Source: an optimization exercise on an open RTL-to-GDS flow (aim: small area and a short achievable clock period). Production flows keep margins and buffers that such runs may drop. The RTL was checked by simulation tests, not by an equivalence proof against the original design. No activity file was given, so power comes from the tool's default toggle rates.

[design/flow/flow/run.sh]
#!/bin/bash
# The standard layout (standard.sh), with two changes:
# - Yosys's full/half-adder cell extraction is off (ADDER_MAP_FILE empty), so
#   that ABC maps the adders' logic together with the rest of the logic;
# - the port buffers are sky130_fd_sc_hd__buf_1 cells (BUFFER_PORTS_ARGS).
set -euo pipefail
bash standard.sh ADDER_MAP_FILE= "BUFFER_PORTS_ARGS=-buffer_cell sky130_fd_sc_hd__buf_1" finish > standard.log 2>&1
[design/flow/standard.sh]
#!/bin/bash
# synth_recipe.tcl (not shown) runs the flow's synth.tcl, then flattens the netlist and writes it again
# the make line also repeats each setting of config.mk as NAME=value (left out here)
make -C /OpenROAD-flow-scripts/flow DESIGN_CONFIG=/design/flow/config.mk WORK_HOME=/design/flow/orfs CLKGATE_MAP_FILE= SYNTH_SCRIPT=/design/flow/synth_recipe.tcl "${@:-finish}"
[design/flow/config.mk]
export PLATFORM = sky130hd
export DESIGN_NAME = new_alu
export DESIGN_NICKNAME = new_alu
export VERILOG_FILES = /design/flow/design.v
export SDC_FILE = /design/flow/constraint.sdc
export NUM_CORES = 4
export LEC_CHECK = 0
export ABC_AREA = 1
export CAP_MARGIN = 20
export CORE_MARGIN = 2
export CORE_UTILIZATION = 70
export PLACE_DENSITY = 0.85
export SLEW_MARGIN = 20
[design/flow/constraint.sdc]
create_clock -name core_clock -period 18.0 [get_ports {i_clk}]
set_input_delay 3.6000 -clock core_clock [delete_from_list [all_inputs] [get_ports {i_clk}]]
set_output_delay 3.6000 -clock core_clock [all_outputs]
set_load 0.01 [all_outputs]
[design/flow/design.v]
module alu_core(i_op, i_arg_A, i_arg_B, res, ctl);
  input [3:0] i_op;
  input [7:0] i_arg_A;
  input [7:0] i_arg_B;
  output [7:0] res;
  output [4:0] ctl;
  wire new_n35, new_n36, new_n37, new_n38, new_n39, new_n40, new_n41,
    new_n42, new_n43, new_n44, new_n45, new_n46, new_n47, new_n48, new_n49,
    new_n50, new_n51, new_n52, new_n54, new_n55, new_n56, new_n57, new_n58,
    new_n59, new_n60, new_n61, new_n62, new_n63, new_n64, new_n65, new_n66,
    new_n67, new_n68, new_n69, new_n70, new_n71, new_n72, new_n73, new_n74,
    new_n75, new_n76, new_n77, new_n78, new_n79, new_n80, new_n81, new_n82,
    new_n83, new_n84, new_n85, new_n86, new_n87, new_n88, new_n89, new_n90,
    new_n91, new_n92, new_n93, new_n94, new_n95, new_n96, new_n97, new_n98,
    new_n99, new_n100, new_n101, new_n102, new_n103, new_n104, new_n105,
    new_n106, new_n107, new_n108, new_n109, new_n110, new_n111, new_n112,
    new_n113, new_n114, new_n115, new_n116, new_n117, new_n118, new_n119,
    new_n120, new_n121, new_n122, new_n123, new_n124, new_n125, new_n126,
    new_n127, new_n128, new_n129, new_n130, new_n131, new_n132, new_n133,
    new_n134, new_n135, new_n136, new_n137, new_n138, new_n139, new_n140,
    new_n141, new_n142, new_n143, new_n144, new_n145, new_n146, new_n147,
    new_n148, new_n149, new_n150, new_n151, new_n152, new_n153, new_n154,
    new_n155, new_n156, new_n157, new_n158, new_n159, new_n160, new_n161,
    new_n162, new_n163, new_n164, new_n165, new_n166, new_n167, new_n168,
    new_n169, new_n170, new_n171, new_n172, new_n173, new_n174, new_n175,
    new_n176, new_n177, new_n178, new_n179, new_n180, new_n181, new_n182,
    new_n183, new_n184, new_n185, new_n186, new_n187, new_n188, new_n189,
    new_n190, new_n191, new_n192, new_n193, new_n194, new_n195, new_n196,
    new_n197, new_n198, new_n199, new_n200, new_n201, new_n202, new_n203,
    new_n204, new_n205, new_n206, new_n207, new_n208, new_n209, new_n210,
    new_n211, new_n212, new_n213, new_n214, new_n215, new_n216, new_n217,
    new_n218, new_n219, new_n220, new_n221, new_n222, new_n223, new_n224,
    new_n225, new_n226, new_n227, new_n228, new_n229, new_n230, new_n231,
    new_n232, new_n233, new_n234, new_n235, new_n236, new_n237, new_n238,
    new_n239, new_n240, new_n241, new_n242, new_n243, new_n244, new_n245,
    new_n246, new_n247, new_n248, new_n249, new_n250, new_n251, new_n252,
    new_n253, new_n254, new_n255, new_n256, new_n257, new_n258, new_n259,
    new_n260, new_n261, new_n262, new_n263, new_n264, new_n265, new_n266,
    new_n267, new_n268, new_n269, new_n270, new_n271, new_n272, new_n273,
    new_n274, new_n275, new_n276, new_n277, new_n278, new_n279, new_n280,
    new_n281, new_n282, new_n283, new_n284, new_n285, new_n286, new_n287,
    new_n288, new_n289, new_n290, new_n291, new_n292, new_n293, new_n294,
    new_n295, new_n296, new_n297, new_n298, new_n299, new_n300, new_n301,
    new_n302, new_n303, new_n304, new_n305, new_n306, new_n307, new_n308,
    new_n309, new_n310, new_n311, new_n312, new_n313, new_n314, new_n315,
    new_n316, new_n317, new_n318, new_n319, new_n320, new_n321, new_n322,
    new_n323, new_n324, new_n325, new_n326, new_n327, new_n328, new_n329,
    new_n330, new_n331, new_n332, new_n333, new_n334, new_n335, new_n336,
    new_n337, new_n338, new_n339, new_n340, new_n341, new_n342, new_n343,
    new_n344, new_n345, new_n346, new_n347, new_n348, new_n349, new_n350,
    new_n351, new_n352, new_n353, new_n354, new_n355, new_n356, new_n357,
    new_n358, new_n359, new_n360, new_n361, new_n362, new_n363, new_n364,
    new_n365, new_n366, new_n367, new_n368, new_n369, new_n370, new_n371,
    new_n372, new_n373, new_n374, new_n375, new_n376, new_n377, new_n378,
    new_n379, new_n380, new_n381, new_n382, new_n383, new_n384, new_n385,
    new_n386, new_n387, new_n388, new_n389, new_n390, new_n391, new_n392,
    new_n393, new_n394, new_n395, new_n396, new_n397, new_n398, new_n399,
    new_n400, new_n401, new_n402, new_n403, new_n404, new_n405, new_n406,
    new_n407, new_n408, new_n409, new_n410, new_n411, new_n412, new_n413,
    new_n414, new_n415, new_n416, new_n417, new_n418, new_n419, new_n420,
    new_n421, new_n422, new_n423, new_n424, new_n425, new_n426, new_n427,
    new_n428, new_n429, new_n430, new_n431, new_n432, new_n433, new_n434,
    new_n435, new_n436, new_n437, new_n438, new_n439, new_n440, new_n441,
    new_n442, new_n443, new_n444, new_n445, new_n446, new_n447, new_n448,
    new_n449, new_n450, new_n451, new_n452, new_n453, new_n454, new_n455,
    new_n456, new_n457, new_n458, new_n459, new_n460, new_n461, new_n462,
    new_n463, new_n464, new_n465, new_n466, new_n467, new_n468, new_n469,
    new_n470, new_n471, new_n472, new_n473, new_n474, new_n475, new_n476,
    new_n477, new_n478, new_n479, new_n480, new_n481, new_n482, new_n483,
    new_n484, new_n485, new_n486, new_n487, new_n488, new_n489, new_n490,
    new_n491, new_n492, new_n493, new_n494, new_n495, new_n496, new_n497,
    new_n498, new_n499, new_n500, new_n501, new_n502, new_n503, new_n504,
    new_n505, new_n506, new_n507, new_n508, new_n509, new_n510, new_n511,
    new_n512, new_n513, new_n514, new_n515, new_n516, new_n517, new_n518,
    new_n519, new_n520, new_n521, new_n522, new_n523, new_n524, new_n525,
    new_n526, new_n527, new_n528, new_n529, new_n530, new_n531, new_n532,
    new_n533, new_n534, new_n535, new_n536, new_n537, new_n538, new_n539,
    new_n540, new_n541, new_n542, new_n543, new_n544, new_n545, new_n546,
    new_n547, new_n548, new_n549, new_n550, new_n551, new_n552, new_n553,
    new_n554, new_n555, new_n556, new_n557, new_n558, new_n559, new_n560,
    new_n561, new_n562, new_n563, new_n564, new_n565, new_n566, new_n567,
    new_n568, new_n569, new_n570, new_n571, new_n572, new_n573, new_n574,
    new_n575, new_n576, new_n577, new_n578, new_n579, new_n580, new_n581,
    new_n582, new_n583, new_n584, new_n585, new_n586, new_n587, new_n588,
    new_n589, new_n590, new_n591, new_n592, new_n593, new_n594, new_n595,
    new_n596, new_n597, new_n598, new_n599, new_n600, new_n601, new_n602,
    new_n603, new_n604, new_n605, new_n606, new_n607, new_n608, new_n609,
    new_n610, new_n611, new_n612, new_n613, new_n614, new_n615, new_n616,
    new_n617, new_n618, new_n619, new_n620, new_n621, new_n622, new_n623,
    new_n624, new_n625, new_n626, new_n627, new_n628, new_n629, new_n631,
    new_n632, new_n633, new_n634, new_n635, new_n636, new_n637, new_n638,
    new_n639, new_n640, new_n641, new_n642, new_n643, new_n644, new_n645,
    new_n646, new_n647, new_n648, new_n649, new_n650, new_n651, new_n652,
    new_n653, new_n654, new_n655, new_n656, new_n657, new_n658, new_n659,
    new_n660, new_n661, new_n662, new_n663, new_n664, new_n666, new_n667,
    new_n668, new_n669, new_n670, new_n671, new_n672, new_n673, new_n674,
    new_n675, new_n676, new_n677, new_n678, new_n679, new_n680, new_n681,
    new_n682, new_n683, new_n684, new_n686, new_n687, new_n688, new_n689,
    new_n690, new_n691, new_n692, new_n694, new_n695, new_n696, new_n697,
    new_n698, new_n699, new_n700, new_n701, new_n702, new_n703, new_n705,
    new_n706, new_n707, new_n708, new_n709, new_n710, new_n711, new_n712,
    new_n713, new_n714, new_n715, new_n716, new_n717, new_n718, new_n719,
    new_n721, new_n722, new_n723, new_n724, new_n725, new_n726, new_n727,
    new_n728, new_n729, new_n730, new_n731, new_n732, new_n733, new_n734,
    new_n735, new_n736, new_n738, new_n739, new_n740, new_n741, new_n742,
    new_n743, new_n744, new_n745, new_n746, new_n747, new_n748, new_n749,
    new_n750, new_n751, new_n752, new_n753, new_n755, new_n756, new_n757,
    new_n758, new_n759, new_n760, new_n761, new_n762, new_n763, new_n764,
    new_n765, new_n766, new_n767, new_n768, new_n769, new_n770, new_n771,
    new_n772, new_n774, new_n775, new_n776, new_n777, new_n778, new_n779,
    new_n780, new_n781, new_n782, new_n783, new_n784, new_n786, new_n787,
    new_n788, new_n789, new_n790, new_n791, new_n792;
  assign ctl[3] = ~i_op[2] & i_op[3];
  assign new_n35 = i_arg_B[7] & ctl[3];
  assign new_n36 = ~i_arg_B[0] & ~i_arg_B[1];
  assign new_n37 = new_n35 & ~new_n36;
  assign new_n38 = i_arg_B[2] & ~new_n37;
  assign new_n39 = ~i_arg_B[2] & new_n37;
  assign new_n40 = ~new_n38 & ~new_n39;
  assign new_n41 = i_arg_B[0] & ~i_arg_B[1];
  assign new_n42 = new_n35 & ~new_n41;
  assign new_n43 = ~i_arg_B[1] & ~new_n35;
  assign new_n44 = ~new_n42 & ~new_n43;
  assign new_n45 = i_arg_B[0] & new_n44;
  assign new_n46 = ~new_n36 & ~new_n45;
  assign new_n47 = ~i_arg_A[0] & ~i_arg_A[1];
  assign new_n48 = ~i_arg_A[2] & new_n47;
  assign new_n49 = ~i_arg_A[3] & new_n48;
  assign new_n50 = ~i_arg_A[4] & new_n49;
  assign new_n51 = ~i_arg_A[5] & new_n50;
  assign new_n52 = ~i_op[0] & i_op[1];
  assign ctl[2] = ctl[3] & new_n52;
  assign new_n54 = i_op[0] & i_op[1];
  assign new_n55 = ~i_op[3] & new_n54;
  assign new_n56 = ~ctl[2] & ~new_n55;
  assign new_n57 = i_arg_A[7] & ~new_n56;
  assign new_n58 = ~new_n51 & new_n57;
  assign new_n59 = i_arg_A[6] & ~new_n58;
  assign new_n60 = ~i_arg_A[6] & new_n58;
  assign new_n61 = ~new_n59 & ~new_n60;
  assign new_n62 = ~new_n49 & new_n57;
  assign new_n63 = i_arg_A[4] & ~new_n62;
  assign new_n64 = ~i_arg_A[4] & new_n62;
  assign new_n65 = ~new_n63 & ~new_n64;
  assign new_n66 = i_arg_B[0] & new_n65;
  assign new_n67 = new_n40 & ~new_n45;
  assign new_n68 = ~i_arg_B[0] & i_arg_B[1];
  assign new_n69 = ~i_arg_B[2] & new_n36;
  assign new_n70 = ~i_arg_B[3] & new_n69;
  assign new_n71 = new_n35 & ~new_n70;
  assign new_n72 = ~i_arg_B[3] & ~new_n71;
  assign new_n73 = i_arg_B[3] & new_n35;
  assign new_n74 = ~new_n69 & new_n73;
  assign new_n75 = ~new_n72 & ~new_n74;
  assign new_n76 = ~new_n44 & ~new_n68;
  assign new_n77 = ~new_n40 & ~new_n76;
  assign new_n78 = ~new_n75 & ~new_n77;
  assign new_n79 = ~new_n68 & new_n78;
  assign new_n80 = new_n67 & new_n79;
  assign new_n81 = ~i_arg_A[6] & i_arg_A[7];
  assign new_n82 = new_n51 & new_n81;
  assign new_n83 = ctl[2] & new_n82;
  assign new_n84 = ~new_n75 & new_n83;
  assign new_n85 = new_n40 & new_n84;
  assign new_n86 = ~new_n80 & ~new_n85;
  assign new_n87 = ~new_n50 & new_n57;
  assign new_n88 = i_arg_A[5] & ~new_n87;
  assign new_n89 = ~i_arg_A[5] & new_n87;
  assign new_n90 = ~new_n88 & ~new_n89;
  assign new_n91 = ~new_n44 & ~new_n90;
  assign new_n92 = new_n44 & new_n90;
  assign new_n93 = ~new_n84 & ~new_n92;
  assign new_n94 = ~new_n91 & new_n93;
  assign new_n95 = new_n86 & ~new_n94;
  assign new_n96 = new_n66 & ~new_n95;
  assign new_n97 = ~new_n76 & new_n90;
  assign new_n98 = new_n61 & new_n97;
  assign new_n99 = new_n40 & ~new_n98;
  assign new_n100 = ~new_n61 & ~new_n97;
  assign new_n101 = ~new_n84 & ~new_n100;
  assign new_n102 = ~new_n99 & new_n101;
  assign new_n103 = new_n40 & new_n45;
  assign new_n104 = ~new_n90 & new_n103;
  assign new_n105 = ~new_n61 & new_n104;
  assign new_n106 = new_n40 & new_n68;
  assign new_n107 = new_n90 & new_n106;
  assign new_n108 = ~i_arg_B[3] & ~i_arg_B[4];
  assign new_n109 = new_n69 & new_n108;
  assign new_n110 = new_n35 & ~new_n109;
  assign new_n111 = i_arg_B[5] & new_n35;
  assign new_n112 = ~new_n110 & ~new_n111;
  assign new_n113 = i_arg_B[6] & ~new_n112;
  assign new_n114 = ~i_arg_B[6] & new_n112;
  assign new_n115 = ~new_n113 & ~new_n114;
  assign new_n116 = ~i_arg_B[5] & ~new_n110;
  assign new_n117 = i_arg_B[5] & new_n110;
  assign new_n118 = ~new_n116 & ~new_n117;
  assign new_n119 = i_arg_B[4] & ~new_n71;
  assign new_n120 = ~i_arg_B[4] & new_n71;
  assign new_n121 = ~new_n119 & ~new_n120;
  assign new_n122 = ~new_n118 & new_n121;
  assign new_n123 = ~new_n115 & new_n122;
  assign new_n124 = new_n75 & ~new_n83;
  assign new_n125 = new_n123 & ~new_n124;
  assign new_n126 = ~new_n107 & new_n125;
  assign new_n127 = ~new_n105 & new_n126;
  assign new_n128 = ~new_n102 & new_n127;
  assign new_n129 = ~new_n96 & new_n128;
  assign new_n130 = new_n36 & new_n84;
  assign new_n131 = new_n129 & ~new_n130;
  assign new_n132 = i_arg_B[0] & new_n61;
  assign new_n133 = new_n123 & ~new_n132;
  assign new_n134 = ~new_n86 & new_n133;
  assign new_n135 = new_n61 & ~new_n76;
  assign new_n136 = i_arg_B[0] & new_n90;
  assign new_n137 = ~new_n135 & ~new_n136;
  assign new_n138 = new_n83 & new_n103;
  assign new_n139 = ~new_n137 & ~new_n138;
  assign new_n140 = ~new_n40 & ~new_n83;
  assign new_n141 = ~new_n75 & new_n123;
  assign new_n142 = ~new_n140 & new_n141;
  assign new_n143 = ~new_n139 & new_n142;
  assign new_n144 = ~new_n134 & ~new_n143;
  assign new_n145 = ~new_n131 & new_n144;
  assign new_n146 = ~new_n61 & new_n145;
  assign new_n147 = ~new_n40 & ~new_n68;
  assign new_n148 = ~new_n44 & new_n147;
  assign new_n149 = ~new_n65 & new_n148;
  assign new_n150 = ~new_n36 & ~new_n149;
  assign new_n151 = ~new_n145 & new_n150;
  assign new_n152 = ~i_arg_B[1] & ~i_arg_B[2];
  assign new_n153 = i_arg_B[1] & i_arg_B[2];
  assign new_n154 = ~new_n152 & ~new_n153;
  assign new_n155 = ~new_n68 & new_n154;
  assign new_n156 = new_n84 & new_n155;
  assign new_n157 = new_n151 & new_n156;
  assign new_n158 = ~new_n90 & ~new_n151;
  assign new_n159 = ~new_n66 & new_n97;
  assign new_n160 = new_n131 & new_n159;
  assign new_n161 = ~new_n158 & ~new_n160;
  assign new_n162 = ~new_n157 & new_n161;
  assign new_n163 = new_n75 & ~new_n155;
  assign new_n164 = ~new_n79 & ~new_n163;
  assign new_n165 = ~new_n80 & ~new_n164;
  assign new_n166 = new_n162 & new_n165;
  assign new_n167 = ~new_n162 & ~new_n165;
  assign new_n168 = ~new_n106 & ~new_n147;
  assign new_n169 = ~new_n48 & new_n57;
  assign new_n170 = i_arg_A[3] & ~new_n169;
  assign new_n171 = ~i_arg_A[3] & new_n169;
  assign new_n172 = ~new_n170 & ~new_n171;
  assign new_n173 = new_n46 & new_n172;
  assign new_n174 = ~new_n47 & new_n57;
  assign new_n175 = i_arg_A[2] & ~new_n174;
  assign new_n176 = ~i_arg_A[2] & new_n174;
  assign new_n177 = ~new_n175 & ~new_n176;
  assign new_n178 = i_arg_B[0] & new_n177;
  assign new_n179 = new_n76 & ~new_n173;
  assign new_n180 = new_n45 & new_n172;
  assign new_n181 = ~new_n179 & ~new_n180;
  assign new_n182 = new_n178 & ~new_n181;
  assign new_n183 = ~new_n173 & ~new_n182;
  assign new_n184 = ~new_n168 & ~new_n183;
  assign new_n185 = new_n66 & new_n129;
  assign new_n186 = i_arg_B[0] & new_n128;
  assign new_n187 = ~new_n65 & ~new_n186;
  assign new_n188 = ~new_n185 & ~new_n187;
  assign new_n189 = new_n168 & new_n183;
  assign new_n190 = new_n188 & ~new_n189;
  assign new_n191 = ~new_n184 & ~new_n190;
  assign new_n192 = ~new_n167 & ~new_n191;
  assign new_n193 = ~new_n166 & ~new_n192;
  assign new_n194 = ~new_n67 & new_n75;
  assign new_n195 = ~new_n78 & ~new_n194;
  assign new_n196 = new_n121 & ~new_n195;
  assign new_n197 = ~new_n121 & new_n195;
  assign new_n198 = ~new_n196 & ~new_n197;
  assign new_n199 = ~new_n193 & new_n198;
  assign new_n200 = new_n146 & ~new_n199;
  assign new_n201 = new_n76 & ~new_n178;
  assign new_n202 = new_n45 & new_n177;
  assign new_n203 = ~new_n172 & ~new_n202;
  assign new_n204 = ~new_n201 & ~new_n203;
  assign new_n205 = new_n40 & ~new_n204;
  assign new_n206 = ~new_n40 & new_n204;
  assign new_n207 = ~new_n188 & ~new_n206;
  assign new_n208 = ~new_n205 & ~new_n207;
  assign new_n209 = new_n75 & new_n208;
  assign new_n210 = new_n123 & ~new_n209;
  assign new_n211 = new_n83 & ~new_n210;
  assign new_n212 = new_n193 & ~new_n198;
  assign new_n213 = ~new_n211 & ~new_n212;
  assign new_n214 = ~new_n200 & new_n213;
  assign new_n215 = new_n121 & ~new_n194;
  assign new_n216 = ~new_n78 & ~new_n215;
  assign new_n217 = new_n123 & ~new_n216;
  assign new_n218 = ~new_n214 & new_n217;
  assign new_n219 = ~new_n46 & new_n218;
  assign new_n220 = ~new_n75 & ~new_n208;
  assign new_n221 = new_n162 & ~new_n220;
  assign new_n222 = ~new_n121 & ~new_n146;
  assign new_n223 = ~new_n209 & ~new_n222;
  assign new_n224 = ~new_n221 & new_n223;
  assign new_n225 = new_n121 & new_n146;
  assign new_n226 = ~new_n118 & new_n211;
  assign new_n227 = ~new_n225 & ~new_n226;
  assign new_n228 = ~new_n224 & new_n227;
  assign new_n229 = ~new_n115 & ~new_n228;
  assign new_n230 = new_n118 & ~new_n211;
  assign new_n231 = new_n229 & ~new_n230;
  assign new_n232 = new_n121 & new_n211;
  assign new_n233 = ~new_n180 & ~new_n188;
  assign new_n234 = ~new_n179 & ~new_n233;
  assign new_n235 = ~new_n40 & new_n234;
  assign new_n236 = ~new_n162 & ~new_n235;
  assign new_n237 = new_n40 & ~new_n234;
  assign new_n238 = ~new_n75 & new_n146;
  assign new_n239 = ~new_n237 & ~new_n238;
  assign new_n240 = ~new_n236 & new_n239;
  assign new_n241 = ~new_n121 & ~new_n211;
  assign new_n242 = new_n75 & ~new_n146;
  assign new_n243 = ~new_n241 & ~new_n242;
  assign new_n244 = ~new_n240 & new_n243;
  assign new_n245 = new_n232 & ~new_n244;
  assign new_n246 = ~new_n232 & new_n244;
  assign new_n247 = ~new_n245 & ~new_n246;
  assign new_n248 = new_n231 & new_n247;
  assign new_n249 = ~new_n201 & ~new_n202;
  assign new_n250 = new_n248 & new_n249;
  assign new_n251 = new_n231 & ~new_n247;
  assign new_n252 = i_arg_B[0] & new_n251;
  assign new_n253 = ~new_n218 & ~new_n252;
  assign new_n254 = ~new_n250 & new_n253;
  assign new_n255 = ~new_n219 & ~new_n254;
  assign new_n256 = new_n178 & new_n218;
  assign new_n257 = new_n172 & ~new_n256;
  assign new_n258 = ~new_n172 & new_n256;
  assign new_n259 = ~new_n257 & ~new_n258;
  assign new_n260 = new_n255 & new_n259;
  assign new_n261 = ~new_n255 & ~new_n259;
  assign new_n262 = ~new_n260 & ~new_n261;
  assign new_n263 = ~new_n40 & ~new_n262;
  assign new_n264 = i_arg_A[0] & new_n57;
  assign new_n265 = i_arg_A[1] & ~new_n264;
  assign new_n266 = ~i_arg_A[1] & new_n264;
  assign new_n267 = ~new_n265 & ~new_n266;
  assign new_n268 = i_arg_B[0] & new_n267;
  assign new_n269 = new_n76 & ~new_n268;
  assign new_n270 = ~new_n218 & ~new_n248;
  assign new_n271 = i_arg_B[0] & ~new_n270;
  assign new_n272 = new_n177 & ~new_n271;
  assign new_n273 = ~new_n177 & new_n271;
  assign new_n274 = ~new_n272 & ~new_n273;
  assign new_n275 = ~new_n269 & ~new_n274;
  assign new_n276 = new_n44 & new_n268;
  assign new_n277 = ~new_n275 & ~new_n276;
  assign new_n278 = ~new_n263 & new_n277;
  assign new_n279 = ~new_n184 & ~new_n189;
  assign new_n280 = new_n218 & ~new_n279;
  assign new_n281 = new_n181 & new_n251;
  assign new_n282 = ~new_n205 & ~new_n206;
  assign new_n283 = new_n248 & new_n282;
  assign new_n284 = ~new_n218 & ~new_n283;
  assign new_n285 = ~new_n281 & new_n284;
  assign new_n286 = ~new_n280 & ~new_n285;
  assign new_n287 = new_n188 & new_n286;
  assign new_n288 = ~new_n188 & ~new_n286;
  assign new_n289 = ~new_n287 & ~new_n288;
  assign new_n290 = ~new_n75 & ~new_n289;
  assign new_n291 = new_n40 & new_n262;
  assign new_n292 = ~new_n290 & ~new_n291;
  assign new_n293 = ~new_n278 & new_n292;
  assign new_n294 = ~new_n235 & ~new_n237;
  assign new_n295 = new_n251 & new_n294;
  assign new_n296 = ~new_n209 & ~new_n220;
  assign new_n297 = new_n248 & new_n296;
  assign new_n298 = ~new_n295 & ~new_n297;
  assign new_n299 = ~new_n162 & new_n298;
  assign new_n300 = new_n162 & ~new_n298;
  assign new_n301 = ~new_n299 & ~new_n300;
  assign new_n302 = ~new_n218 & ~new_n301;
  assign new_n303 = ~new_n121 & ~new_n302;
  assign new_n304 = new_n75 & new_n289;
  assign new_n305 = ~new_n303 & ~new_n304;
  assign new_n306 = ~new_n293 & new_n305;
  assign new_n307 = new_n146 & ~new_n231;
  assign new_n308 = ~new_n118 & new_n307;
  assign new_n309 = new_n121 & new_n302;
  assign new_n310 = ~new_n308 & ~new_n309;
  assign new_n311 = ~new_n306 & new_n310;
  assign new_n312 = ~new_n83 & new_n115;
  assign new_n313 = new_n118 & ~new_n307;
  assign new_n314 = ~new_n312 & ~new_n313;
  assign new_n315 = ~new_n311 & new_n314;
  assign new_n316 = new_n118 & ~new_n121;
  assign new_n317 = ~new_n122 & ~new_n316;
  assign new_n318 = new_n216 & ~new_n317;
  assign new_n319 = ~new_n216 & new_n317;
  assign new_n320 = ~new_n318 & ~new_n319;
  assign new_n321 = new_n302 & new_n320;
  assign new_n322 = new_n165 & ~new_n262;
  assign new_n323 = i_arg_B[0] & new_n47;
  assign new_n324 = ~i_arg_A[0] & i_arg_B[0];
  assign new_n325 = ~new_n267 & ~new_n324;
  assign new_n326 = new_n46 & ~new_n325;
  assign new_n327 = ~new_n323 & ~new_n326;
  assign new_n328 = ~new_n168 & ~new_n327;
  assign new_n329 = new_n168 & new_n327;
  assign new_n330 = ~new_n274 & ~new_n329;
  assign new_n331 = ~new_n328 & ~new_n330;
  assign new_n332 = ~new_n322 & new_n331;
  assign new_n333 = ~new_n198 & ~new_n289;
  assign new_n334 = ~new_n165 & new_n262;
  assign new_n335 = ~new_n333 & ~new_n334;
  assign new_n336 = ~new_n332 & new_n335;
  assign new_n337 = new_n198 & new_n289;
  assign new_n338 = ~new_n302 & ~new_n320;
  assign new_n339 = ~new_n337 & ~new_n338;
  assign new_n340 = ~new_n336 & new_n339;
  assign new_n341 = ~new_n321 & ~new_n340;
  assign new_n342 = new_n321 & new_n340;
  assign new_n343 = ~new_n341 & ~new_n342;
  assign new_n344 = new_n315 & new_n343;
  assign new_n345 = new_n211 & ~new_n229;
  assign new_n346 = ~new_n216 & new_n308;
  assign new_n347 = ~new_n345 & ~new_n346;
  assign new_n348 = ~new_n344 & new_n347;
  assign new_n349 = new_n118 & ~new_n215;
  assign new_n350 = ~new_n115 & ~new_n349;
  assign new_n351 = ~new_n348 & new_n350;
  assign new_n352 = ~new_n115 & new_n345;
  assign new_n353 = ~new_n315 & ~new_n352;
  assign new_n354 = ~new_n75 & new_n262;
  assign new_n355 = new_n40 & new_n274;
  assign new_n356 = ~new_n76 & ~new_n325;
  assign new_n357 = ~new_n323 & ~new_n356;
  assign new_n358 = ~new_n355 & ~new_n357;
  assign new_n359 = ~new_n40 & ~new_n274;
  assign new_n360 = ~new_n358 & ~new_n359;
  assign new_n361 = ~new_n354 & ~new_n360;
  assign new_n362 = new_n75 & ~new_n262;
  assign new_n363 = ~new_n121 & new_n289;
  assign new_n364 = ~new_n362 & ~new_n363;
  assign new_n365 = ~new_n361 & new_n364;
  assign new_n366 = ~new_n118 & new_n302;
  assign new_n367 = new_n121 & ~new_n289;
  assign new_n368 = ~new_n366 & ~new_n367;
  assign new_n369 = ~new_n365 & new_n368;
  assign new_n370 = new_n118 & ~new_n302;
  assign new_n371 = new_n115 & ~new_n146;
  assign new_n372 = ~new_n370 & ~new_n371;
  assign new_n373 = ~new_n369 & new_n372;
  assign new_n374 = ~new_n115 & new_n307;
  assign new_n375 = ~new_n345 & ~new_n374;
  assign new_n376 = ~new_n373 & new_n375;
  assign new_n377 = new_n353 & ~new_n376;
  assign new_n378 = ~new_n351 & ~new_n377;
  assign new_n379 = i_arg_A[7] & i_arg_B[7];
  assign new_n380 = ~i_arg_A[7] & ~i_arg_B[7];
  assign new_n381 = ~new_n379 & ~new_n380;
  assign new_n382 = new_n145 & ~new_n251;
  assign new_n383 = ~new_n381 & ~new_n382;
  assign new_n384 = ~i_arg_B[5] & ~i_arg_B[6];
  assign new_n385 = new_n109 & new_n384;
  assign new_n386 = ctl[2] & ~new_n385;
  assign new_n387 = ~new_n383 & new_n386;
  assign new_n388 = ~i_op[2] & ~i_op[3];
  assign new_n389 = ~i_arg_B[7] & new_n385;
  assign new_n390 = new_n52 & ~new_n389;
  assign new_n391 = new_n388 & new_n390;
  assign new_n392 = ~new_n387 & ~new_n391;
  assign new_n393 = ~new_n378 & ~new_n392;
  assign new_n394 = i_op[0] & ~i_op[1];
  assign new_n395 = i_op[0] & i_arg_A[7];
  assign new_n396 = i_op[2] & ~new_n395;
  assign new_n397 = ~i_op[0] & ~i_op[1];
  assign new_n398 = i_op[2] & ~i_op[3];
  assign new_n399 = new_n397 & new_n398;
  assign new_n400 = ~i_op[3] & new_n394;
  assign new_n401 = ~i_op[2] & new_n400;
  assign new_n402 = ~new_n381 & new_n401;
  assign new_n403 = new_n400 & ~new_n402;
  assign new_n404 = ~new_n399 & ~new_n403;
  assign new_n405 = i_arg_B[6] & new_n404;
  assign new_n406 = ~i_arg_B[5] & new_n399;
  assign new_n407 = ~i_arg_B[6] & new_n403;
  assign new_n408 = ~new_n406 & ~new_n407;
  assign new_n409 = ~new_n405 & new_n408;
  assign new_n410 = ~i_arg_A[6] & new_n409;
  assign new_n411 = ~i_arg_B[5] & new_n404;
  assign new_n412 = i_arg_B[4] & new_n399;
  assign new_n413 = i_arg_B[5] & new_n403;
  assign new_n414 = ~new_n412 & ~new_n413;
  assign new_n415 = ~new_n411 & new_n414;
  assign new_n416 = ~i_arg_A[5] & ~new_n415;
  assign new_n417 = ~i_arg_B[4] & new_n404;
  assign new_n418 = i_arg_B[3] & new_n399;
  assign new_n419 = i_arg_B[4] & new_n403;
  assign new_n420 = ~new_n418 & ~new_n419;
  assign new_n421 = ~new_n417 & new_n420;
  assign new_n422 = i_arg_A[4] & new_n421;
  assign new_n423 = ~new_n416 & new_n422;
  assign new_n424 = i_arg_A[6] & ~new_n409;
  assign new_n425 = i_arg_A[5] & new_n415;
  assign new_n426 = ~new_n424 & ~new_n425;
  assign new_n427 = ~new_n423 & new_n426;
  assign new_n428 = ~new_n410 & ~new_n427;
  assign new_n429 = i_arg_B[3] & new_n404;
  assign new_n430 = ~i_arg_B[2] & new_n399;
  assign new_n431 = ~i_arg_B[3] & new_n403;
  assign new_n432 = ~new_n430 & ~new_n431;
  assign new_n433 = ~new_n429 & new_n432;
  assign new_n434 = i_arg_A[3] & ~new_n433;
  assign new_n435 = i_arg_B[2] & new_n404;
  assign new_n436 = ~i_arg_B[1] & new_n399;
  assign new_n437 = ~i_arg_B[2] & new_n403;
  assign new_n438 = ~new_n436 & ~new_n437;
  assign new_n439 = ~new_n435 & new_n438;
  assign new_n440 = ~i_arg_A[2] & new_n439;
  assign new_n441 = ~i_arg_B[1] & new_n404;
  assign new_n442 = i_arg_B[0] & new_n399;
  assign new_n443 = i_arg_B[1] & new_n403;
  assign new_n444 = ~new_n442 & ~new_n443;
  assign new_n445 = ~new_n441 & new_n444;
  assign new_n446 = ~i_arg_A[1] & ~new_n445;
  assign new_n447 = i_arg_B[0] & ~new_n403;
  assign new_n448 = i_arg_A[0] & new_n447;
  assign new_n449 = ~new_n446 & new_n448;
  assign new_n450 = i_arg_A[2] & ~new_n439;
  assign new_n451 = i_arg_A[1] & new_n445;
  assign new_n452 = ~new_n450 & ~new_n451;
  assign new_n453 = ~new_n449 & new_n452;
  assign new_n454 = ~new_n440 & ~new_n453;
  assign new_n455 = ~new_n434 & ~new_n454;
  assign new_n456 = ~new_n416 & ~new_n425;
  assign new_n457 = ~new_n410 & ~new_n424;
  assign new_n458 = new_n456 & new_n457;
  assign new_n459 = ~i_arg_A[4] & ~new_n421;
  assign new_n460 = ~new_n422 & ~new_n459;
  assign new_n461 = ~i_arg_A[3] & new_n433;
  assign new_n462 = new_n460 & ~new_n461;
  assign new_n463 = new_n458 & new_n462;
  assign new_n464 = ~new_n455 & new_n463;
  assign new_n465 = ~new_n428 & ~new_n464;
  assign new_n466 = ~new_n396 & new_n465;
  assign new_n467 = ~i_op[1] & ~new_n466;
  assign new_n468 = ~i_arg_B[0] & ~new_n404;
  assign new_n469 = ~new_n447 & ~new_n468;
  assign new_n470 = i_arg_A[0] & ~new_n469;
  assign new_n471 = ~i_arg_A[0] & new_n469;
  assign new_n472 = ~new_n470 & ~new_n471;
  assign new_n473 = new_n467 & ~new_n472;
  assign new_n474 = ~new_n467 & new_n472;
  assign new_n475 = ~new_n473 & ~new_n474;
  assign new_n476 = ~new_n440 & ~new_n450;
  assign new_n477 = ~new_n446 & ~new_n451;
  assign new_n478 = new_n467 & ~new_n471;
  assign new_n479 = ~new_n470 & ~new_n478;
  assign new_n480 = new_n477 & ~new_n479;
  assign new_n481 = ~new_n451 & ~new_n480;
  assign new_n482 = new_n476 & ~new_n481;
  assign new_n483 = ~new_n450 & ~new_n482;
  assign new_n484 = ~new_n461 & ~new_n483;
  assign new_n485 = ~new_n434 & ~new_n484;
  assign new_n486 = new_n460 & ~new_n485;
  assign new_n487 = new_n458 & new_n486;
  assign new_n488 = ~new_n428 & ~new_n487;
  assign new_n489 = ~i_arg_B[6] & new_n399;
  assign new_n490 = i_arg_B[7] & ~new_n400;
  assign new_n491 = ~new_n399 & new_n490;
  assign new_n492 = ~new_n489 & ~new_n491;
  assign new_n493 = new_n488 & ~new_n492;
  assign new_n494 = ~new_n488 & new_n492;
  assign new_n495 = ~new_n493 & ~new_n494;
  assign new_n496 = i_arg_A[7] & ~new_n400;
  assign new_n497 = new_n495 & ~new_n496;
  assign new_n498 = ~new_n495 & new_n496;
  assign new_n499 = ~new_n497 & ~new_n498;
  assign new_n500 = ~new_n381 & ~new_n499;
  assign new_n501 = ~new_n475 & new_n500;
  assign new_n502 = new_n381 & new_n499;
  assign new_n503 = new_n401 & ~new_n502;
  assign new_n504 = new_n475 & ~new_n500;
  assign new_n505 = new_n503 & ~new_n504;
  assign new_n506 = ~new_n501 & new_n505;
  assign new_n507 = i_arg_A[7] & ~new_n490;
  assign new_n508 = ~new_n381 & new_n495;
  assign new_n509 = new_n507 & ~new_n508;
  assign new_n510 = ~new_n507 & new_n508;
  assign new_n511 = ~new_n509 & ~new_n510;
  assign new_n512 = new_n398 & ~new_n511;
  assign new_n513 = ~new_n379 & ~new_n502;
  assign new_n514 = ctl[3] & ~new_n513;
  assign new_n515 = ~new_n512 & ~new_n514;
  assign new_n516 = ~new_n506 & new_n515;
  assign new_n517 = new_n394 & ~new_n516;
  assign new_n518 = i_arg_A[7] & ~i_arg_B[6];
  assign new_n519 = ~i_arg_A[7] & i_arg_B[6];
  assign new_n520 = ~new_n518 & ~new_n519;
  assign new_n521 = ~new_n495 & ~new_n520;
  assign new_n522 = new_n399 & ~new_n521;
  assign new_n523 = ~new_n381 & new_n511;
  assign new_n524 = new_n52 & new_n398;
  assign new_n525 = ~new_n523 & new_n524;
  assign new_n526 = ~new_n389 & new_n525;
  assign new_n527 = ~new_n522 & ~new_n526;
  assign new_n528 = ~new_n475 & ~new_n527;
  assign new_n529 = i_arg_B[5] & i_arg_B[6];
  assign new_n530 = i_arg_B[7] & new_n529;
  assign new_n531 = i_arg_B[3] & i_arg_B[4];
  assign new_n532 = new_n388 & new_n531;
  assign new_n533 = new_n397 & new_n532;
  assign new_n534 = new_n530 & new_n533;
  assign new_n535 = i_arg_B[1] & ~new_n534;
  assign new_n536 = ~i_arg_B[1] & new_n534;
  assign new_n537 = ~new_n535 & ~new_n536;
  assign new_n538 = ~i_arg_B[0] & ~new_n534;
  assign new_n539 = ~i_arg_A[7] & ~new_n538;
  assign new_n540 = i_arg_B[0] & new_n534;
  assign new_n541 = i_arg_A[7] & ~new_n540;
  assign new_n542 = ~new_n539 & ~new_n541;
  assign new_n543 = ~new_n537 & new_n542;
  assign new_n544 = ~i_arg_B[0] & new_n534;
  assign new_n545 = ~i_arg_A[6] & new_n544;
  assign new_n546 = ~i_arg_A[5] & new_n540;
  assign new_n547 = ~new_n545 & ~new_n546;
  assign new_n548 = i_arg_A[5] & new_n538;
  assign new_n549 = i_arg_B[0] & ~new_n534;
  assign new_n550 = i_arg_A[6] & new_n549;
  assign new_n551 = ~new_n548 & ~new_n550;
  assign new_n552 = new_n547 & new_n551;
  assign new_n553 = new_n537 & new_n552;
  assign new_n554 = ~new_n543 & ~new_n553;
  assign new_n555 = i_arg_A[5] & new_n544;
  assign new_n556 = i_arg_A[4] & new_n540;
  assign new_n557 = ~new_n555 & ~new_n556;
  assign new_n558 = ~i_arg_A[4] & new_n538;
  assign new_n559 = ~i_arg_A[5] & new_n549;
  assign new_n560 = ~new_n558 & ~new_n559;
  assign new_n561 = new_n557 & new_n560;
  assign new_n562 = new_n537 & ~new_n561;
  assign new_n563 = i_arg_A[6] & new_n540;
  assign new_n564 = i_arg_A[7] & new_n544;
  assign new_n565 = ~new_n563 & ~new_n564;
  assign new_n566 = ~i_arg_A[7] & new_n549;
  assign new_n567 = ~i_arg_A[6] & new_n538;
  assign new_n568 = ~new_n566 & ~new_n567;
  assign new_n569 = new_n565 & new_n568;
  assign new_n570 = ~new_n542 & new_n569;
  assign new_n571 = ~new_n562 & new_n570;
  assign new_n572 = new_n554 & new_n571;
  assign new_n573 = ~i_arg_B[2] & ~new_n572;
  assign new_n574 = new_n154 & ~new_n537;
  assign new_n575 = new_n552 & new_n574;
  assign new_n576 = ~new_n154 & new_n537;
  assign new_n577 = ~i_arg_A[4] & new_n544;
  assign new_n578 = ~i_arg_A[3] & new_n540;
  assign new_n579 = ~new_n577 & ~new_n578;
  assign new_n580 = i_arg_A[3] & new_n538;
  assign new_n581 = i_arg_A[4] & new_n549;
  assign new_n582 = ~new_n580 & ~new_n581;
  assign new_n583 = new_n579 & new_n582;
  assign new_n584 = new_n576 & new_n583;
  assign new_n585 = new_n154 & new_n537;
  assign new_n586 = new_n542 & new_n585;
  assign new_n587 = ~new_n584 & ~new_n586;
  assign new_n588 = ~new_n575 & new_n587;
  assign new_n589 = ~i_arg_B[7] & new_n108;
  assign new_n590 = new_n384 & new_n589;
  assign new_n591 = ctl[3] & new_n54;
  assign new_n592 = new_n590 & new_n591;
  assign new_n593 = new_n588 & new_n592;
  assign new_n594 = ~new_n573 & new_n593;
  assign new_n595 = ~new_n534 & ~new_n594;
  assign new_n596 = ~new_n537 & ~new_n569;
  assign new_n597 = ~new_n562 & ~new_n596;
  assign new_n598 = i_arg_B[2] & new_n534;
  assign new_n599 = ~i_arg_B[2] & ~new_n534;
  assign new_n600 = ~new_n598 & ~new_n599;
  assign new_n601 = ~new_n597 & new_n600;
  assign new_n602 = i_arg_A[3] & new_n544;
  assign new_n603 = i_arg_A[2] & new_n540;
  assign new_n604 = ~new_n602 & ~new_n603;
  assign new_n605 = ~i_arg_A[2] & new_n538;
  assign new_n606 = ~i_arg_A[3] & new_n549;
  assign new_n607 = ~new_n605 & ~new_n606;
  assign new_n608 = new_n604 & new_n607;
  assign new_n609 = new_n574 & ~new_n608;
  assign new_n610 = ~i_arg_A[1] & new_n68;
  assign new_n611 = ~i_arg_A[1] & new_n41;
  assign new_n612 = i_arg_A[0] & ~i_arg_B[1];
  assign new_n613 = ~new_n324 & ~new_n612;
  assign new_n614 = ~new_n611 & ~new_n613;
  assign new_n615 = ~new_n610 & ~new_n614;
  assign new_n616 = new_n576 & new_n615;
  assign new_n617 = ~new_n609 & ~new_n616;
  assign new_n618 = ~new_n601 & new_n617;
  assign new_n619 = ~new_n595 & ~new_n618;
  assign new_n620 = i_arg_B[7] & new_n385;
  assign new_n621 = new_n83 & new_n620;
  assign new_n622 = ctl[3] & new_n397;
  assign new_n623 = i_arg_B[0] & new_n622;
  assign new_n624 = i_arg_A[0] & new_n55;
  assign new_n625 = ~new_n623 & ~new_n624;
  assign new_n626 = ~new_n621 & new_n625;
  assign new_n627 = ~new_n619 & new_n626;
  assign new_n628 = ~new_n528 & new_n627;
  assign new_n629 = ~new_n517 & new_n628;
  assign res[0] = new_n393 | ~new_n629;
  assign new_n631 = ~new_n353 & ~new_n392;
  assign new_n632 = ~new_n500 & new_n503;
  assign new_n633 = ~new_n522 & ~new_n632;
  assign new_n634 = new_n590 & new_n633;
  assign new_n635 = ~i_arg_B[2] & new_n634;
  assign new_n636 = new_n41 & new_n635;
  assign new_n637 = ~new_n477 & new_n479;
  assign new_n638 = ~new_n480 & ~new_n637;
  assign new_n639 = ~new_n525 & new_n633;
  assign new_n640 = new_n638 & ~new_n639;
  assign new_n641 = ~new_n636 & new_n640;
  assign new_n642 = new_n402 & new_n465;
  assign new_n643 = ~new_n638 & new_n642;
  assign new_n644 = new_n554 & new_n600;
  assign new_n645 = new_n574 & ~new_n583;
  assign new_n646 = i_arg_A[1] & new_n538;
  assign new_n647 = i_arg_A[2] & new_n549;
  assign new_n648 = ~new_n646 & ~new_n647;
  assign new_n649 = new_n152 & ~new_n648;
  assign new_n650 = i_arg_B[0] & i_arg_B[1];
  assign new_n651 = ~i_arg_A[1] & new_n650;
  assign new_n652 = ~i_arg_A[2] & new_n68;
  assign new_n653 = ~new_n651 & ~new_n652;
  assign new_n654 = new_n598 & ~new_n653;
  assign new_n655 = ~new_n649 & ~new_n654;
  assign new_n656 = ~new_n645 & new_n655;
  assign new_n657 = ~new_n644 & new_n656;
  assign new_n658 = ~new_n595 & new_n657;
  assign new_n659 = ~new_n76 & new_n622;
  assign new_n660 = new_n55 & ~new_n267;
  assign new_n661 = ~new_n659 & ~new_n660;
  assign new_n662 = ~new_n658 & new_n661;
  assign new_n663 = ~new_n643 & new_n662;
  assign new_n664 = ~new_n641 & new_n663;
  assign res[1] = new_n631 | ~new_n664;
  assign new_n666 = new_n68 & new_n635;
  assign new_n667 = ~new_n476 & new_n481;
  assign new_n668 = ~new_n482 & ~new_n667;
  assign new_n669 = ~new_n639 & new_n668;
  assign new_n670 = ~new_n666 & new_n669;
  assign new_n671 = ~new_n270 & ~new_n392;
  assign new_n672 = new_n642 & ~new_n668;
  assign new_n673 = ~new_n561 & new_n574;
  assign new_n674 = new_n576 & ~new_n608;
  assign new_n675 = ~new_n569 & new_n585;
  assign new_n676 = ~new_n674 & ~new_n675;
  assign new_n677 = ~new_n673 & new_n676;
  assign new_n678 = ~new_n595 & ~new_n677;
  assign new_n679 = new_n55 & ~new_n177;
  assign new_n680 = ~new_n40 & new_n622;
  assign new_n681 = ~new_n679 & ~new_n680;
  assign new_n682 = ~new_n678 & new_n681;
  assign new_n683 = ~new_n672 & new_n682;
  assign new_n684 = ~new_n671 & new_n683;
  assign res[2] = new_n670 | ~new_n684;
  assign new_n686 = new_n635 & new_n650;
  assign new_n687 = ~new_n434 & ~new_n461;
  assign new_n688 = ~new_n483 & new_n687;
  assign new_n689 = new_n483 & ~new_n687;
  assign new_n690 = ~new_n688 & ~new_n689;
  assign new_n691 = ~new_n639 & new_n690;
  assign new_n692 = ~new_n686 & new_n691;
  assign ctl[4] = new_n381 & new_n386;
  assign new_n694 = ~new_n391 & ~ctl[4];
  assign new_n695 = new_n251 & ~new_n694;
  assign new_n696 = new_n642 & ~new_n690;
  assign new_n697 = new_n534 & ~new_n588;
  assign new_n698 = new_n75 & new_n622;
  assign new_n699 = new_n55 & ~new_n172;
  assign new_n700 = ~new_n698 & ~new_n699;
  assign new_n701 = ~new_n697 & new_n700;
  assign new_n702 = ~new_n696 & new_n701;
  assign new_n703 = ~new_n695 & new_n702;
  assign res[3] = new_n692 | ~new_n703;
  assign new_n705 = i_arg_B[2] & new_n634;
  assign new_n706 = new_n36 & new_n705;
  assign new_n707 = ~new_n460 & new_n485;
  assign new_n708 = ~new_n486 & ~new_n707;
  assign new_n709 = ~new_n639 & new_n708;
  assign new_n710 = ~new_n706 & new_n709;
  assign new_n711 = new_n131 & ~new_n392;
  assign new_n712 = new_n642 & ~new_n708;
  assign new_n713 = ~new_n597 & new_n598;
  assign new_n714 = ~new_n121 & new_n622;
  assign new_n715 = new_n55 & ~new_n65;
  assign new_n716 = ~new_n714 & ~new_n715;
  assign new_n717 = ~new_n713 & new_n716;
  assign new_n718 = ~new_n712 & new_n717;
  assign new_n719 = ~new_n711 & new_n718;
  assign res[4] = new_n710 | ~new_n719;
  assign new_n721 = new_n41 & new_n705;
  assign new_n722 = ~new_n422 & ~new_n486;
  assign new_n723 = new_n456 & ~new_n722;
  assign new_n724 = ~new_n456 & new_n722;
  assign new_n725 = ~new_n723 & ~new_n724;
  assign new_n726 = ~new_n639 & new_n725;
  assign new_n727 = ~new_n721 & new_n726;
  assign new_n728 = new_n143 & ~new_n392;
  assign new_n729 = new_n642 & ~new_n725;
  assign new_n730 = ~new_n554 & new_n598;
  assign new_n731 = new_n118 & new_n622;
  assign new_n732 = new_n55 & ~new_n90;
  assign new_n733 = ~new_n731 & ~new_n732;
  assign new_n734 = ~new_n730 & new_n733;
  assign new_n735 = ~new_n729 & new_n734;
  assign new_n736 = ~new_n728 & new_n735;
  assign res[5] = new_n727 | ~new_n736;
  assign new_n738 = new_n68 & new_n705;
  assign new_n739 = ~new_n425 & ~new_n723;
  assign new_n740 = new_n457 & new_n739;
  assign new_n741 = ~new_n457 & ~new_n739;
  assign new_n742 = ~new_n740 & ~new_n741;
  assign new_n743 = ~new_n639 & ~new_n742;
  assign new_n744 = ~new_n738 & new_n743;
  assign new_n745 = new_n642 & new_n742;
  assign new_n746 = new_n134 & ~new_n392;
  assign new_n747 = new_n55 & ~new_n61;
  assign new_n748 = new_n115 & new_n622;
  assign new_n749 = new_n153 & ~new_n565;
  assign new_n750 = ~new_n748 & ~new_n749;
  assign new_n751 = ~new_n747 & new_n750;
  assign new_n752 = ~new_n746 & new_n751;
  assign new_n753 = ~new_n745 & new_n752;
  assign res[6] = new_n744 | ~new_n753;
  assign new_n755 = i_arg_B[0] & new_n153;
  assign new_n756 = new_n590 & new_n755;
  assign new_n757 = new_n525 & ~new_n756;
  assign new_n758 = ~new_n522 & ~new_n757;
  assign new_n759 = new_n499 & ~new_n758;
  assign new_n760 = new_n503 & ~new_n511;
  assign new_n761 = new_n82 & new_n123;
  assign new_n762 = new_n80 & new_n761;
  assign new_n763 = new_n387 & new_n762;
  assign new_n764 = new_n153 & new_n540;
  assign new_n765 = ~new_n55 & ~new_n764;
  assign new_n766 = i_arg_A[7] & ~new_n765;
  assign new_n767 = new_n381 & new_n391;
  assign new_n768 = new_n620 & new_n622;
  assign new_n769 = ~new_n767 & ~new_n768;
  assign new_n770 = ~new_n766 & new_n769;
  assign new_n771 = ~new_n763 & new_n770;
  assign new_n772 = ~new_n760 & new_n771;
  assign res[7] = new_n759 | ~new_n772;
  assign new_n774 = new_n401 & new_n502;
  assign new_n775 = new_n52 & new_n523;
  assign new_n776 = new_n54 & new_n82;
  assign new_n777 = new_n397 & new_n521;
  assign new_n778 = ~new_n776 & ~new_n777;
  assign new_n779 = ~new_n775 & new_n778;
  assign new_n780 = new_n398 & ~new_n779;
  assign new_n781 = ~new_n774 & ~new_n780;
  assign new_n782 = new_n35 & new_n54;
  assign new_n783 = ctl[2] & new_n389;
  assign new_n784 = ~new_n782 & ~new_n783;
  assign ctl[0] = ~new_n781 | ~new_n784;
  assign new_n786 = ~i_op[0] & ~i_arg_B[7];
  assign new_n787 = new_n388 & new_n786;
  assign new_n788 = ~new_n390 & new_n787;
  assign new_n789 = ~new_n592 & ~new_n788;
  assign new_n790 = ~new_n594 & ~new_n789;
  assign new_n791 = new_n383 & new_n386;
  assign new_n792 = ~new_n790 & ~new_n791;
  assign ctl[1] = ~new_n781 | ~new_n792;
endmodule
module new_alu(i_op, i_arg_A, i_arg_B, i_clk, i_reset, o_result, o_status, o_op_rdy, o_alu_error);
	input  logic [3:0] i_op;
	input  logic [7:0] i_arg_A;
	input  logic [7:0] i_arg_B;
	input  logic       i_clk;
	input  logic       i_reset;
	output logic [7:0] o_result;
	output logic [3:0] o_status;
	output logic       o_op_rdy;
	output logic       o_alu_error;
	logic [7:0] res;
	logic [4:0] ctl;
	alu_core core(.i_op(i_op), .i_arg_A(i_arg_A), .i_arg_B(i_arg_B), .res(res), .ctl(ctl));
	logic [7:0] r_res;
	logic r_neg, r_st3, r_st0;
	logic [1:0] r_cls;
	always_ff @(posedge i_clk) begin
		if (!i_reset) begin
			r_res <= 8'd0;
			r_neg <= 1'b0;
			r_st3 <= 1'b0;
			r_st0 <= 1'b0;
			r_cls <= 2'b01;
		end else begin
			r_res <= res;
			r_neg <= ctl[4];
			r_cls <= ctl[3:2];
			r_st3 <= ctl[1];
			r_st0 <= ctl[0];
		end
	end
	logic [7:0] low;
	always_comb
		for (int i = 0; i < 8; i++) begin
			low[i] = 1'b0;
			for (int j = 0; j < i; j++)
				low[i] = low[i] | r_res[j];
		end
	assign o_result = r_res ^ ({8{r_neg}} & low);
	logic par;
	assign par = ^o_result;
	assign o_status = {r_st3,
	                   par | (r_cls == 2'b11 && o_result == 8'hFF),
	                   r_cls[1] ? ~par : (~r_cls[0] && o_result == 8'd0),
	                   r_st0};
	assign o_alu_error = r_st0;
	assign o_op_rdy = ~r_st0;
endmodule
==> summary.txt <==
## layer usage
metal | wire [um] | up-vias
met5 | 0 | -
met4 | 636 | 0
met3 | 1520 | 81
met2 | 5930 | 401
met1 | 4980 | 2320
li1 | - | 2489
## power breakdown
part | total [mW] | switching (mW) | internal (mW)
Sequential | 0.0318 | 0.00118 | 0.0306
Combinational | 0.129 | 0.0898 | 0.0387
Clock | 0.0262 | 0.0109 | 0.0153
## layout make-up
type | instances | share of cell area
clock inverters | 1 | 0.00124
well taps | 70 | 0.0218
flip-flops and latches | 13 | 0.0646
repair buffers | 36 | 0.0345
multi-input cells | 605 | 0.764
inverters | 111 | 0.103
clock buffers | 3 | 0.0103
## stage by stage
step | std cells | setup WS, ns | hold WS [ns]
floorplan | 741 | 11.30 | 3.67
global placement | 835 | 10.09 | 3.82
detailed placement | 835 | 10.09 | 3.83
CTS | 839 | 10.31 | 3.58
global route | 839 | 9.75 | 3.61
finish | 839 | 9.98 | 3.58
## synth_stat cells (2+ instances only)
library cell  instances  area (sq um)
a21oi_2               5          43.8
xnor2_1               7          61.3
a21oi_1              24           120
nand2_1             244           916
or2_2                 4          25.0
o211ai_1              3          22.5
buf_6                 2          22.5
nor2_4                5          56.3
o21ai_0              32           160
nand2_2              23           144
nor2_1               70           263
nor4_1                4          25.0
inv_2                14          52.6
nor2_2                4          25.0
a22oi_1               2          15.0
nand3b_1              4          30.0
a221oi_1              8          70.1
a2111oi_0             2          17.5
or2_1                 3          18.8
o22ai_1              19           119
nand3_2               9          90.1
o21ai_1               4          20.0
inv_1                95           357
clkbuf_1              3          11.3
nand3_1              66           330
o2111ai_1             3          26.3
clkinv_1              2          7.51
buf_4                 6          45.0
nand4_1              14          87.6
xor2_1               18           158
nor3_1               13          65.1
dfxtp_1              13           260
## critical path: cells and delay by family
kind                   cells  cell delay (ns)
buffers and inverters      5             1.08
AND/OR/NAND/NOR           19             2.23
AO/OA/AOI/OAI              4             1.21
## sequential cells by signal, summed over array words and instances, names as in the netlist
| name | cells |
|---|---|
| r_cls | 2 |
| r_neg | 1 |
| r_st3 | 1 |
| r_st0 | 1 |
| r_res | 8 |
## final timing paths
path / slack, ns / cells after the start / end
hold / removal: 3.58 / 2 / r_cls[0]
setup / recovery: 9.98 / 28 / r_res[5]
## cell families after synthesis
kind of cell / count (synthesis) / share of synthesized area
xor gates and xnor gates: 26 / 0.0642
and+or+nand+nor: 467 / 0.553
buffers and inverters: 123 / 0.130
DFF: 13 / 0.0678
AOI/OAI and AO/OA: 112 / 0.185
==> flow_summary.ini <==
[status]
outcome = finished clean

[timing]
slew_violations = 0
fmax_mhz = 125
slew_headroom = 0.450
finalSetupTns_ns = 0
hold_violations = 0
rsz0062_at_grt = no
layout_min_cycle_time_ns = 8.02
setup_violations = 0
fin_crit_sh = 0.446
worst_pin_slew_ns = 0.804

[clocking]
ctsLongestPathBuffers = 2
numCtsBuffers = 3
cts_sinks = 13
cts_hold_buf = 0
post_cts.repair.setup_buffers = 0
cts_root_buf = clkbuf_8
cts_tree = done
clkTransAtPathRegs_ns = 0.05
htree_levels = 1
cts.repair.resized = 0

[cells_and_area]
diodes = 0
finalInstanceArea_sq_um = 4030
fin_nets = 792
syn2layout_area_growth_pct = 4.92
multiInputGateArea_sq_um = 3080
seq_area_sq_um = 260
nFillCells = 432
fin_util = 0.774
drive_gt1_frac = 0.0975
mostFrequentLayoutCell = nand2_1
layout_common_cells = nand2_1, inv_1, nor2_1, nand3_1, buf_1

[worst_setup_path]
startpoint_type = input pin
cpMaxStageDelayCell = a2111oi_0
crit_path_start = i_arg_B[1]
cp-end-kind = flip-flop
path_class = in2reg
max_stage_delay_ns = 0.73
crit_required_ns = 18.10
crit_fanout = 13
arrival_ns = 8.12
crit_top_cell = nand2_1

[global_route]
track_usage = 0.426
grt_pass1_vias = 4611
antenna_found_initial = 0
busiest_layer = met2
overflow = 0
use_met1 = 0.541
met2_usage = 0.719
grtUsageMet3 = 0.0598
grt_max_degree = 19
grt_first_pass_wirelength_um = 21300

[job]
drv_cap = 0

[die]
initial_core_util = 0.737
top_level_ports = 36
die_w_um = 78.0
fp.dieH_um = 78.0
die-area_sq_um = 6090
core_area_sq_um = 5200
rows = 26

[pwr]
ir_drop_uv = 38.4
power_density_nw_per_um2 = 46.3
p_leak_nw = 2.07
finalPower_uw = 186

[synthesis]
syn_inst = 741
netlist_area_sq_um = 3840
synth-edff-count = 0
ys_ff_latch = 13
syn_nets = 763
synth_cell_types = 48
syn_area_per_cell_sq_um = 5.18
yosys_warnings = 1
ys_async_sr_fraction = 0
ys.flop_type = dfxtp_1
synth_seq_area_share = 0.0678

[placed_design]
postPlaceCellArea_sq_um = 3980
dpl.hpwl_um = 10500
io_buffers = 35
globalplace.congestion = 1.14

[min_path]
hold_path.class = in2reg
min_from = i_reset

[route]
drc_errors = 0
viasPerCell = 6.31
vias = 5291
first_iter_violations = 632
wirelength_um = 13100
drtAntennaViolNets = 0
firstDrtPassIters = 9
avgRoutedWirePerCell_um = 15.6

[afterwards: timing with drivers on the ports]
The results above use ideal ports. As a check the final layout listed here was re-extracted and re-timed, cells and wires unchanged. Step 1 sets driving cells, clkbuf_16 on the clock port and buf_2 on the other inputs (assumed; they add their load-dependent delay and slew). Step 2, shift: input delay + t, output delay - t, t = (earliest + latest rising clock arrival at the registers) / 2. This alone moves slack from input paths to output paths. Slacks: ideal ports / drivers / drivers and shift; pairs: ideal ports / drivers.
t (ns): 0.267
slack for setup (ns): 9.980 / 9.975 / 9.708
clock arrival spread, ns: 0.002 / 0.002
After both steps setup and hold are still met in this run. For this run, drivers alone change the setup slack by -0.005 ns; drivers and shift together by -0.272 ns.
